What follows belongs to an exercise in optimizing a design on an open flow for small area; a production flow would make more cautious choices.
Where RTL was checked, it was by simulation tests only, not by an equivalence proof against the original.
Power is estimated from default activity; no workload was simulated.

== the reference run ==
Design dma_module, start of the top module:
module dma_module #(
	parameter DATA_SIZE = 1280 * 720 * 3 / 8,
	parameter DATA_SIZE_LOG = 19,
	parameter BURST_SIZE = 16,
	parameter BURST_NUM = DATA_SIZE / BURST_SIZE
)
(
	input					read_active,
	input		[31:0]		read_address,
	output	reg				read_idle,
	input					write_active,
	input		[31:0]		write_address,
	output	reg				write_idle,
	output		[3:0]		rw_resp,
	input					m_axi_acp_aclk,
	input					axi_resetn,
	output	reg	[31:0]		m_axi_acp_araddr,
	output	reg				m_axi_acp_arvalid,
	input					m_axi_acp_arready,
	input		[2:0]		m_axi_acp_rid,
	input		[63:0]		m_axi_acp_rdata,
	input		[1:0]		m_axi_acp_rresp,
	input					m_axi_acp_rlast,
	input					m_axi_acp_rvalid,
	output					m_axi_acp_rready,
	output	reg	[31:0]		m_axi_acp_awaddr,
	output	reg				m_axi_acp_awvalid,
	input					m_axi_acp_awready,
	output		[63:0]		m_axi_acp_wdata,
	output					m_axi_acp_wlast,
	output					m_axi_acp_wvalid,
	input					m_axi_acp_wready,
	input		[2:0]		m_axi_acp_bid,
	input		[1:0]		m_axi_acp_bresp,
	input		[4:0]		m_axi_acp_buser,
	input					m_axi_acp_bvalid,
	output	reg				m_axi_acp_bready,
	output		[63:0]		mm2s_data,
	output					mm2s_valid,
	input					mm2s_ready,
	input		[63:0]		s2mm_data,
	input					s2mm_valid,
	output					s2mm_ready
);
For scale: ~510 cells after synthesis, ~430 I/O pins.
Settings: LEC_CHECK=0, CAP_MARGIN=20, CORE_MARGIN=2, CORE_UTILIZATION=40, SLEW_MARGIN=20, BUFFER_PORTS_ARGS=-buffer_cell sky130_fd_sc_hd__buf_1, CTS_ARGS=-sink_clustering_enable -repair_clock_nets -dont_use_dummy_load -buf_list {sky130_fd_sc_hd__clkbuf_4} -sink_clustering_size 30 -sink_clustering_max_diameter 100; clock period 2.5 ns.
standard.sh (not shown) runs the stock make flow with config.mk's settings and CLKGATE_MAP_FILE= SYNTH_SCRIPT=/design/flow/synth_recipe.tcl, a recipe that flattens the netlist after the stock synthesis.
==> flow/flow/run.sh <==
#!/bin/bash
set -euo pipefail
cd "$(dirname "$0")/.."
cat >> config.mk <<'MK'
export BUFFER_PORTS_ARGS = -buffer_cell sky130_fd_sc_hd__buf_1
export CTS_ARGS = -sink_clustering_enable -repair_clock_nets -dont_use_dummy_load -buf_list {sky130_fd_sc_hd__clkbuf_4} -sink_clustering_size 30 -sink_clustering_max_diameter 100
MK
bash standard.sh > standard.log 2>&1
From the logs: the reference run reached the end of the flow and failed the layout checks with setup timing.
Relative to the reference run, the following input files were edited for the trial run:
--- a/flow/design.v
+++ b/flow/design.v
@@ -63,44 +63,44 @@
 	wire [4:0]  ra_g, ra_p;
 	generate for (i = 0; i < 25; i = i + 1) begin : g_ra
 		if (i % GS == 0) begin : g_grp
 			assign ra_g[i/GS] = &ra_q[(i+GS-1 > 24 ? 24 : i+GS-1):i];
 			if (i == 0) begin : g_first
 				assign ra_p[0] = 1'b1;
 			end else begin : g_next
 				assign ra_p[i/GS] = ra_p[i/GS-1] & ra_g[i/GS-1];
 			end
-			assign ra_c[i] = ar_hs & ra_p[i/GS];
-		end
-		assign ra_s[i] = ra_q[i] ^ ra_c[i];
-		assign ra_c[i+1] = ra_q[i] & ra_c[i];
+		end
+		wire cin = (i % GS == 0) ? (ar_hs & ra_p[i/GS]) : ra_c[i];
+		assign ra_s[i] = ra_q[i] ^ cin;
+		assign ra_c[i+1] = ra_q[i] & cin;
 	end endgenerate
 	always @(posedge m_axi_acp_aclk) begin
 		if (read_active)
 			m_axi_acp_araddr <= read_address;
 		else
 			m_axi_acp_araddr[31:7] <= ra_s;
 	end
 	wire [18:0] rc_s;
 	wire [19:0] rc_c;
 	wire [3:0]  rc_g, rc_p;
 	generate for (i = 0; i < 19; i = i + 1) begin : g_rc
 		if (i % GS == 0) begin : g_grp
 			assign rc_g[i/GS] = &rdata_count[(i+GS-1 > 18 ? 18 : i+GS-1):i];
 			if (i == 0) begin : g_first
 				assign rc_p[0] = 1'b1;
 			end else begin : g_next
 				assign rc_p[i/GS] = rc_p[i/GS-1] & rc_g[i/GS-1];
 			end
-			assign rc_c[i] = r_beat & rc_p[i/GS];
-		end
-		assign rc_s[i] = rdata_count[i] ^ rc_c[i];
-		assign rc_c[i+1] = rdata_count[i] & rc_c[i];
+		end
+		wire cin = (i % GS == 0) ? (r_beat & rc_p[i/GS]) : rc_c[i];
+		assign rc_s[i] = rdata_count[i] ^ cin;
+		assign rc_c[i+1] = rdata_count[i] & cin;
 	end endgenerate
 	always @(posedge m_axi_acp_aclk) begin
 		if (~axi_resetn)
 			rdata_count <= 0;
 		else
 			rdata_count <= rc_s;
 	end
 	wire [9:0] r_ah = rdata_count[18:9];
 	wire [4:0] r_al = rdata_count[8:4];
@@ -145,44 +145,44 @@
 	wire [3:0]  wa_g, wa_p;
 	generate for (i = 0; i < 22; i = i + 1) begin : g_wa
 		if (i % GS == 0) begin : g_grp
 			assign wa_g[i/GS] = &wa_q[(i+GS-1 > 21 ? 21 : i+GS-1):i];
 			if (i == 0) begin : g_first
 				assign wa_p[0] = 1'b1;
 			end else begin : g_next
 				assign wa_p[i/GS] = wa_p[i/GS-1] & wa_g[i/GS-1];
 			end
-			assign wa_c[i] = aw_hs & wa_p[i/GS];
-		end
-		assign wa_s[i] = wa_q[i] ^ wa_c[i];
-		assign wa_c[i+1] = wa_q[i] & wa_c[i];
+		end
+		wire cin = (i % GS == 0) ? (aw_hs & wa_p[i/GS]) : wa_c[i];
+		assign wa_s[i] = wa_q[i] ^ cin;
+		assign wa_c[i+1] = wa_q[i] & cin;
 	end endgenerate
 	always @(posedge m_axi_acp_aclk) begin
 		if (write_active)
 			m_axi_acp_awaddr <= write_address;
 		else
 			m_axi_acp_awaddr[31:10] <= wa_s;
 	end
 	wire [18:0] wc_s;
 	wire [19:0] wc_c;
 	wire [3:0]  wc_g, wc_p;
 	generate for (i = 0; i < 19; i = i + 1) begin : g_wc
 		if (i % GS == 0) begin : g_grp
 			assign wc_g[i/GS] = &wdata_count[(i+GS-1 > 18 ? 18 : i+GS-1):i];
 			if (i == 0) begin : g_first
 				assign wc_p[0] = 1'b1;
 			end else begin : g_next
 				assign wc_p[i/GS] = wc_p[i/GS-1] & wc_g[i/GS-1];
 			end
-			assign wc_c[i] = w_beat & wc_p[i/GS];
-		end
-		assign wc_s[i] = wdata_count[i] ^ wc_c[i];
-		assign wc_c[i+1] = wdata_count[i] & wc_c[i];
+		end
+		wire cin = (i % GS == 0) ? (w_beat & wc_p[i/GS]) : wc_c[i];
+		assign wc_s[i] = wdata_count[i] ^ cin;
+		assign wc_c[i+1] = wdata_count[i] & cin;
 	end endgenerate
 	always @(posedge m_axi_acp_aclk) begin
 		if (~axi_resetn)
 			wdata_count <= 0;
 		else
 			wdata_count <= wc_s;
 	end
 	wire w_done = (wdata_count[18:4] == BURST_NUM);
 	assign m_axi_acp_wlast = &wdata_count[3:0];
Findings:
- The reference run and the trial run: one clean run, the trial run; the rest did not finish clean.
- As far as sequential power is concerned, the reference run and the trial run perform about the same.
- Internal power component was higher in the run labelled the reference run.
- [compare] base=the reference run new=the trial run: clock network area share picked up an extra 0.37 points, fraction of the mapped netlist area in adder cells decreased 3.1 points, average instance area after synthesis fell 0.81 sq um, clock network fraction of total power up 0.9 points.
- Area: the trial run vs the reference run -> the trial run smaller
- Number of signal-net buffers in the layout delta for the trial run relative to the reference run: about 15% lower
- The trial run — met3 track utilization from global routing 4.9 points higher, the reference run as reference
- The trial run: endpoint arrival time on the critical path 2.31 ns below the reference run
- Comparing the reference run and the trial run, area growth from synthesis to layout is lower on the trial run.
- The trial run gives less shortest clock period the worst path allows after layout than the reference run did.
- The reference run -> the trial run: total power decreased by a few percent
For the reference run, only the layout was checked, not whether the RTL still works.

The RTL this note starts from:
==> flow/design.v <==
module dma_module #(
	parameter DATA_SIZE = 1280 * 720 * 3 / 8,
	parameter DATA_SIZE_LOG = 19,
	parameter BURST_SIZE = 16,
	parameter BURST_NUM = DATA_SIZE / BURST_SIZE
)
(
	input					read_active,
	input		[31:0]		read_address,
	output	reg				read_idle,
	input					write_active,
	input		[31:0]		write_address,
	output	reg				write_idle,
	output		[3:0]		rw_resp,
	input					m_axi_acp_aclk,
	input					axi_resetn,
	output	reg	[31:0]		m_axi_acp_araddr,
	output	reg				m_axi_acp_arvalid,
	input					m_axi_acp_arready,
	input		[2:0]		m_axi_acp_rid,
	input		[63:0]		m_axi_acp_rdata,
	input		[1:0]		m_axi_acp_rresp,
	input					m_axi_acp_rlast,
	input					m_axi_acp_rvalid,
	output					m_axi_acp_rready,
	output	reg	[31:0]		m_axi_acp_awaddr,
	output	reg				m_axi_acp_awvalid,
	input					m_axi_acp_awready,
	output		[63:0]		m_axi_acp_wdata,
	output					m_axi_acp_wlast,
	output					m_axi_acp_wvalid,
	input					m_axi_acp_wready,
	input		[2:0]		m_axi_acp_bid,
	input		[1:0]		m_axi_acp_bresp,
	input		[4:0]		m_axi_acp_buser,
	input					m_axi_acp_bvalid,
	output	reg				m_axi_acp_bready,
	output		[63:0]		mm2s_data,
	output					mm2s_valid,
	input					mm2s_ready,
	input		[63:0]		s2mm_data,
	input					s2mm_valid,
	output					s2mm_ready
);
	localparam [9:0] BN_HI = BURST_NUM / 32;
	reg	[DATA_SIZE_LOG-1:0]	rdata_count;
	reg						rdata_ch_active;
	reg	[4:0]				rd_neg;
	reg	[DATA_SIZE_LOG-1:0]	wdata_count;
	reg						wdata_ch_active;
	reg	[1:0]				bresp;
	assign rw_resp = {m_axi_acp_rresp, bresp};
	wire ar_hs  = m_axi_acp_arvalid & m_axi_acp_arready;
	wire r_beat = m_axi_acp_rready & m_axi_acp_rvalid;
	wire r_last = r_beat & m_axi_acp_rlast;
	wire aw_hs  = m_axi_acp_awvalid & m_axi_acp_awready;
	wire w_beat = m_axi_acp_wvalid & m_axi_acp_wready;
	genvar i;
	wire [24:0] ra_q = m_axi_acp_araddr[31:7];
	localparam [24:0] RA_HEAD = 25'b0010001000010000010000001;
	wire [24:0] ra_s, ra_c, ra_a, ra_p;
	generate for (i = 0; i < 25; i = i + 1) begin : g_ra
		if (i == 0) begin : g_first
			assign ra_a[i] = ra_q[i];
			assign ra_p[i] = 1'b1;
			assign ra_c[i] = ar_hs;
		end else if (RA_HEAD[i]) begin : g_head
			assign ra_a[i] = ra_q[i];
			assign ra_p[i] = ra_p[i-1] & ra_a[i-1];
			assign ra_c[i] = ar_hs & ra_p[i];
		end else begin : g_body
			assign ra_a[i] = ra_a[i-1] & ra_q[i];
			assign ra_p[i] = ra_p[i-1];
			assign ra_c[i] = ra_q[i-1] & ra_c[i-1];
		end
		assign ra_s[i] = ra_q[i] ^ ra_c[i];
	end endgenerate
	always @(posedge m_axi_acp_aclk) begin
		if (read_active)
			m_axi_acp_araddr <= read_address;
		else
			m_axi_acp_araddr[31:7] <= ra_s;
	end
	localparam [18:0] RC_HEAD = 19'b0001000100001000001;
	wire [18:0] rc_s, rc_c, rc_a, rc_p;
	generate for (i = 0; i < 19; i = i + 1) begin : g_rc
		if (i == 0) begin : g_first
			assign rc_a[i] = rdata_count[i];
			assign rc_p[i] = 1'b1;
			assign rc_c[i] = r_beat;
		end else if (RC_HEAD[i]) begin : g_head
			assign rc_a[i] = rdata_count[i];
			assign rc_p[i] = rc_p[i-1] & rc_a[i-1];
			assign rc_c[i] = r_beat & rc_p[i];
		end else begin : g_body
			assign rc_a[i] = rc_a[i-1] & rdata_count[i];
			assign rc_p[i] = rc_p[i-1];
			assign rc_c[i] = rdata_count[i-1] & rc_c[i-1];
		end
		assign rc_s[i] = rdata_count[i] ^ rc_c[i];
	end endgenerate
	always @(posedge m_axi_acp_aclk) begin
		if (~axi_resetn)
			rdata_count <= 0;
		else
			rdata_count <= rc_s;
	end
	wire [9:0] r_ah = rdata_count[18:9];
	wire [4:0] r_al = rdata_count[8:4];
	wire r_ah_mid = (r_ah[9:1] == BN_HI[9:1]);
	wire r_done = r_ah_mid & r_ah[0] & (r_al == 5'd0);
	wire r_cnt_zero = (rd_neg == 5'd0);
	wire r_sum_hit = r_ah_mid & (r_ah[0] == r_cnt_zero) & (r_al == rd_neg);
	always @(posedge m_axi_acp_aclk) begin
		if (~axi_resetn)
			rd_neg <= 0;
		else if (ar_hs & ~r_last)
			rd_neg <= rd_neg - 1;
		else if (~ar_hs & r_last)
			rd_neg <= rd_neg + 1;
	end
	always @(posedge m_axi_acp_aclk) begin
		if (~axi_resetn)
			m_axi_acp_arvalid <= 0;
		else
			m_axi_acp_arvalid <= ~read_idle & (rd_neg != 5'd1) & ~r_sum_hit;
	end
	always @(posedge m_axi_acp_aclk) begin
		if (~axi_resetn)
			rdata_ch_active <= 0;
		else
			rdata_ch_active <= ~r_cnt_zero;
	end
	always @(posedge m_axi_acp_aclk) begin
		if (~axi_resetn)
			read_idle <= 1;
		else if (r_done)
			read_idle <= 1;
		else if (read_active)
			read_idle <= 0;
	end
	assign mm2s_data = m_axi_acp_rdata;
	assign m_axi_acp_rready = mm2s_ready & rdata_ch_active;
	assign mm2s_valid = m_axi_acp_rvalid & rdata_ch_active;
	wire [21:0] wa_q = m_axi_acp_awaddr[31:10];
	localparam [21:0] WA_HEAD = 22'b0001000010000010000001;
	wire [21:0] wa_s, wa_c, wa_a, wa_p;
	generate for (i = 0; i < 22; i = i + 1) begin : g_wa
		if (i == 0) begin : g_first
			assign wa_a[i] = wa_q[i];
			assign wa_p[i] = 1'b1;
			assign wa_c[i] = aw_hs;
		end else if (WA_HEAD[i]) begin : g_head
			assign wa_a[i] = wa_q[i];
			assign wa_p[i] = wa_p[i-1] & wa_a[i-1];
			assign wa_c[i] = aw_hs & wa_p[i];
		end else begin : g_body
			assign wa_a[i] = wa_a[i-1] & wa_q[i];
			assign wa_p[i] = wa_p[i-1];
			assign wa_c[i] = wa_q[i-1] & wa_c[i-1];
		end
		assign wa_s[i] = wa_q[i] ^ wa_c[i];
	end endgenerate
	always @(posedge m_axi_acp_aclk) begin
		if (write_active)
			m_axi_acp_awaddr <= write_address;
		else
			m_axi_acp_awaddr[31:10] <= wa_s;
	end
	localparam [18:0] WC_HEAD = 19'b0001000100001000001;
	wire [18:0] wc_s, wc_c, wc_a, wc_p;
	generate for (i = 0; i < 19; i = i + 1) begin : g_wc
		if (i == 0) begin : g_first
			assign wc_a[i] = wdata_count[i];
			assign wc_p[i] = 1'b1;
			assign wc_c[i] = w_beat;
		end else if (WC_HEAD[i]) begin : g_head
			assign wc_a[i] = wdata_count[i];
			assign wc_p[i] = wc_p[i-1] & wc_a[i-1];
			assign wc_c[i] = w_beat & wc_p[i];
		end else begin : g_body
			assign wc_a[i] = wc_a[i-1] & wdata_count[i];
			assign wc_p[i] = wc_p[i-1];
			assign wc_c[i] = wdata_count[i-1] & wc_c[i-1];
		end
		assign wc_s[i] = wdata_count[i] ^ wc_c[i];
	end endgenerate
	always @(posedge m_axi_acp_aclk) begin
		if (~axi_resetn)
			wdata_count <= 0;
		else
			wdata_count <= wc_s;
	end
	wire w_done = (wdata_count[18:4] == BURST_NUM);
	assign m_axi_acp_wlast = &wdata_count[3:0];
	always @(posedge m_axi_acp_aclk) begin
		if (~axi_resetn)
			m_axi_acp_awvalid <= 0;
		else
			m_axi_acp_awvalid <= ~aw_hs & ~wdata_ch_active & ((wdata_count[3:0] == 4'd0) | write_active) & ~write_idle;
	end
	always @(posedge m_axi_acp_aclk) begin
		if (~axi_resetn)
			wdata_ch_active <= 0;
		else if (aw_hs)
			wdata_ch_active <= 1;
		else if (w_beat)
			wdata_ch_active <= ~m_axi_acp_wlast;
	end
	always @(posedge m_axi_acp_aclk) begin
		if (~axi_resetn)
			write_idle <= 1;
		else if (w_done)
			write_idle <= 1;
		else if (write_active)
			write_idle <= 0;
	end
	assign m_axi_acp_wdata = s2mm_data;
	assign m_axi_acp_wvalid = s2mm_valid & wdata_ch_active;
	assign s2mm_ready = m_axi_acp_wready & wdata_ch_active;
	always @(posedge m_axi_acp_aclk) begin
		if (~axi_resetn)
			m_axi_acp_bready <= 0;
		else
			m_axi_acp_bready <= w_beat & m_axi_acp_wlast;
	end
	always @(posedge m_axi_acp_aclk) begin
		if (~axi_resetn)
			bresp <= 0;
		else if (w_beat)
			bresp <= m_axi_acp_bresp;
	end
endmodule
==> flow/config.mk <==
export PLATFORM = sky130hd
export DESIGN_NAME = dma_module
export DESIGN_NICKNAME = dma_module
export VERILOG_FILES = /design/flow/design.v
export SDC_FILE = /design/flow/constraint.sdc
export NUM_CORES = 4
export LEC_CHECK = 0
export CAP_MARGIN = 20
export CORE_MARGIN = 2
export CORE_UTILIZATION = 40
export PLACE_DENSITY = 0.3
export SLEW_MARGIN = 20
export BUFFER_PORTS_ARGS = -buffer_cell sky130_fd_sc_hd__buf_1
export CTS_ARGS = -sink_clustering_enable -repair_clock_nets -dont_use_dummy_load -buf_list {sky130_fd_sc_hd__clkbuf_4} -sink_clustering_size 30 -sink_clustering_max_diameter 100
==> flow/constraint.sdc <==
create_clock -name core_clock -period 2.5 [get_ports {m_axi_acp_aclk}]
set_input_delay 0.5000 -clock core_clock [delete_from_list [all_inputs] [get_ports {m_axi_acp_aclk}]]
set_output_delay 0.5000 -clock core_clock [all_outputs]
set_load 0.01 [all_outputs]
==> flow/flow/run.sh <==
#!/bin/bash
# The standard ORFS layout, with three changes:
#  - ABC maps the logic with an area-oriented script (flow/abc_map.script)
#    instead of ORFS's speed script; the rest of the synthesis is unchanged
#  - the port buffers are the smallest buffer, sky130_fd_sc_hd__buf_1
#  - CTS uses clkbuf_4 only and no dummy loads
set -euo pipefail
cd "$(dirname "$0")/.."
W=$PWD
cat >> config.mk <<'MK'
export BUFFER_PORTS_ARGS = -buffer_cell sky130_fd_sc_hd__buf_1
export CTS_ARGS = -sink_clustering_enable -repair_clock_nets -dont_use_dummy_load -buf_list {sky130_fd_sc_hd__clkbuf_4} -sink_clustering_size 30 -sink_clustering_max_diameter 100
MK
# synthesis with a copy of ORFS's scripts whose ABC script is replaced
rm -rf "$W/scripts_abc"
cp -r "$FLOW_HOME/scripts" "$W/scripts_abc"
cp "$W/flow/abc_map.script" "$W/scripts_abc/abc_speed.script"
sed "s#^make #make SCRIPTS_DIR=$W/scripts_abc #" standard.sh > synth.sh
bash synth.sh synth > synth.log 2>&1
# the rest of the layout, as the standard flow
bash standard.sh > standard.log 2>&1
==> flow/flow/abc_map.script <==
strash
dc2
dch -f
amap
topo
stime -c
Next try:
--- a/flow/design.v
+++ b/flow/design.v
@@ -55,11 +55,11 @@
 	wire r_last = r_beat & m_axi_acp_rlast;
 	wire aw_hs  = m_axi_acp_awvalid & m_axi_acp_awready;
 	wire w_beat = m_axi_acp_wvalid & m_axi_acp_wready;
 	genvar i;
 	wire [24:0] ra_q = m_axi_acp_araddr[31:7];
-	localparam [24:0] RA_HEAD = 25'b0010001000010000010000001;
+	localparam [24:0] RA_HEAD = 25'b0001000001000000100000001;
 	wire [24:0] ra_s, ra_c, ra_a, ra_p;
 	generate for (i = 0; i < 25; i = i + 1) begin : g_ra
 		if (i == 0) begin : g_first
 			assign ra_a[i] = ra_q[i];
 			assign ra_p[i] = 1'b1;
@@ -79,11 +79,11 @@
 		if (read_active)
 			m_axi_acp_araddr <= read_address;
 		else
 			m_axi_acp_araddr[31:7] <= ra_s;
 	end
-	localparam [18:0] RC_HEAD = 19'b0001000100001000001;
+	localparam [18:0] RC_HEAD = 19'b0000010000010000001;
 	wire [18:0] rc_s, rc_c, rc_a, rc_p;
 	generate for (i = 0; i < 19; i = i + 1) begin : g_rc
 		if (i == 0) begin : g_first
 			assign rc_a[i] = rdata_count[i];
 			assign rc_p[i] = 1'b1;
@@ -109,17 +109,23 @@
 	wire [4:0] r_al = rdata_count[8:4];
 	wire r_ah_mid = (r_ah[9:1] == BN_HI[9:1]);
 	wire r_done = r_ah_mid & r_ah[0] & (r_al == 5'd0);
 	wire r_cnt_zero = (rd_neg == 5'd0);
 	wire r_sum_hit = r_ah_mid & (r_ah[0] == r_cnt_zero) & (r_al == rd_neg);
+	wire rd_inc = ~ar_hs & r_last;
+	wire rd_dec = ar_hs & ~r_last;
+	wire [4:0] rd_t;
+	assign rd_t[0] = rd_inc | rd_dec;
+	assign rd_t[1] = (rd_inc & rd_neg[0]) | (rd_dec & ~rd_neg[0]);
+	assign rd_t[2] = (rd_inc & (&rd_neg[1:0])) | (rd_dec & ~(|rd_neg[1:0]));
+	assign rd_t[3] = (rd_inc & (&rd_neg[2:0])) | (rd_dec & ~(|rd_neg[2:0]));
+	assign rd_t[4] = (rd_inc & (&rd_neg[3:0])) | (rd_dec & ~(|rd_neg[3:0]));
 	always @(posedge m_axi_acp_aclk) begin
 		if (~axi_resetn)
 			rd_neg <= 0;
-		else if (ar_hs & ~r_last)
-			rd_neg <= rd_neg - 1;
-		else if (~ar_hs & r_last)
-			rd_neg <= rd_neg + 1;
+		else
+			rd_neg <= rd_neg ^ rd_t;
 	end
 	always @(posedge m_axi_acp_aclk) begin
 		if (~axi_resetn)
 			m_axi_acp_arvalid <= 0;
 		else
@@ -141,11 +147,11 @@
 	end
 	assign mm2s_data = m_axi_acp_rdata;
 	assign m_axi_acp_rready = mm2s_ready & rdata_ch_active;
 	assign mm2s_valid = m_axi_acp_rvalid & rdata_ch_active;
 	wire [21:0] wa_q = m_axi_acp_awaddr[31:10];
-	localparam [21:0] WA_HEAD = 22'b0001000010000010000001;
+	localparam [21:0] WA_HEAD = 22'b0000001000000100000001;
 	wire [21:0] wa_s, wa_c, wa_a, wa_p;
 	generate for (i = 0; i < 22; i = i + 1) begin : g_wa
 		if (i == 0) begin : g_first
 			assign wa_a[i] = wa_q[i];
 			assign wa_p[i] = 1'b1;
@@ -165,11 +171,11 @@
 		if (write_active)
 			m_axi_acp_awaddr <= write_address;
 		else
 			m_axi_acp_awaddr[31:10] <= wa_s;
 	end
-	localparam [18:0] WC_HEAD = 19'b0001000100001000001;
+	localparam [18:0] WC_HEAD = 19'b0000010000010000001;
 	wire [18:0] wc_s, wc_c, wc_a, wc_p;
 	generate for (i = 0; i < 19; i = i + 1) begin : g_wc
 		if (i == 0) begin : g_first
 			assign wc_a[i] = wdata_count[i];
 			assign wc_p[i] = 1'b1;
Outcome: Wire length went up by 10%. Die area went down by 1.3%. Area after synthesis went down by 1.3%. Count of clock-buffer cells in the layout stays the same. Final area went up by 0.73%. Synthesized cell count went down by 3.7%.
Only the layout flow was run in the second run of this note; the RTL was not checked for function there.

## separate check: timing with driven ports
In the flow no input, the clock included, has a driving cell. The finished layouts below were timed again as built, in two steps. Step 1 assumes that a clkbuf_16 drives the clock port and a buf_2 every other input. Step 2 times the ports against the registers' clock, not the clock port: input delays grow and output delays shrink by t, the midpoint of the rising clock arrivals with the driver on. a / b / c = ideal ports / drivers / drivers and shift; a / b = the first two.
run | t, ns | setup WS [ns] | worst hold slack (ns) | pins driven straight from the clock port
the reference run | 0.538 | -2.049 / -2.049 / -2.339 | 0.145 / 0.142 / 0.525 | 1
the trial run | 0.526 | 0.215 / 0.215 / -0.051 | 0.136 / 0.135 / 0.464 | 1
the first run of note 2 | 0.529 | 0.273 / 0.273 / 0.101 | 0.156 / 0.154 / 0.456 | 1
the second run of note 2 | 0.522 | 0.189 / 0.189 / -0.060 | 0.165 / 0.185 / 0.460 | 1
Met with ideal ports but missed after step 2: setup timing in the trial run and the second run of note 2. For the reference run, which loses most, drivers alone change the setup slack by 0.000 ns; drivers and shift together by -0.290 ns.
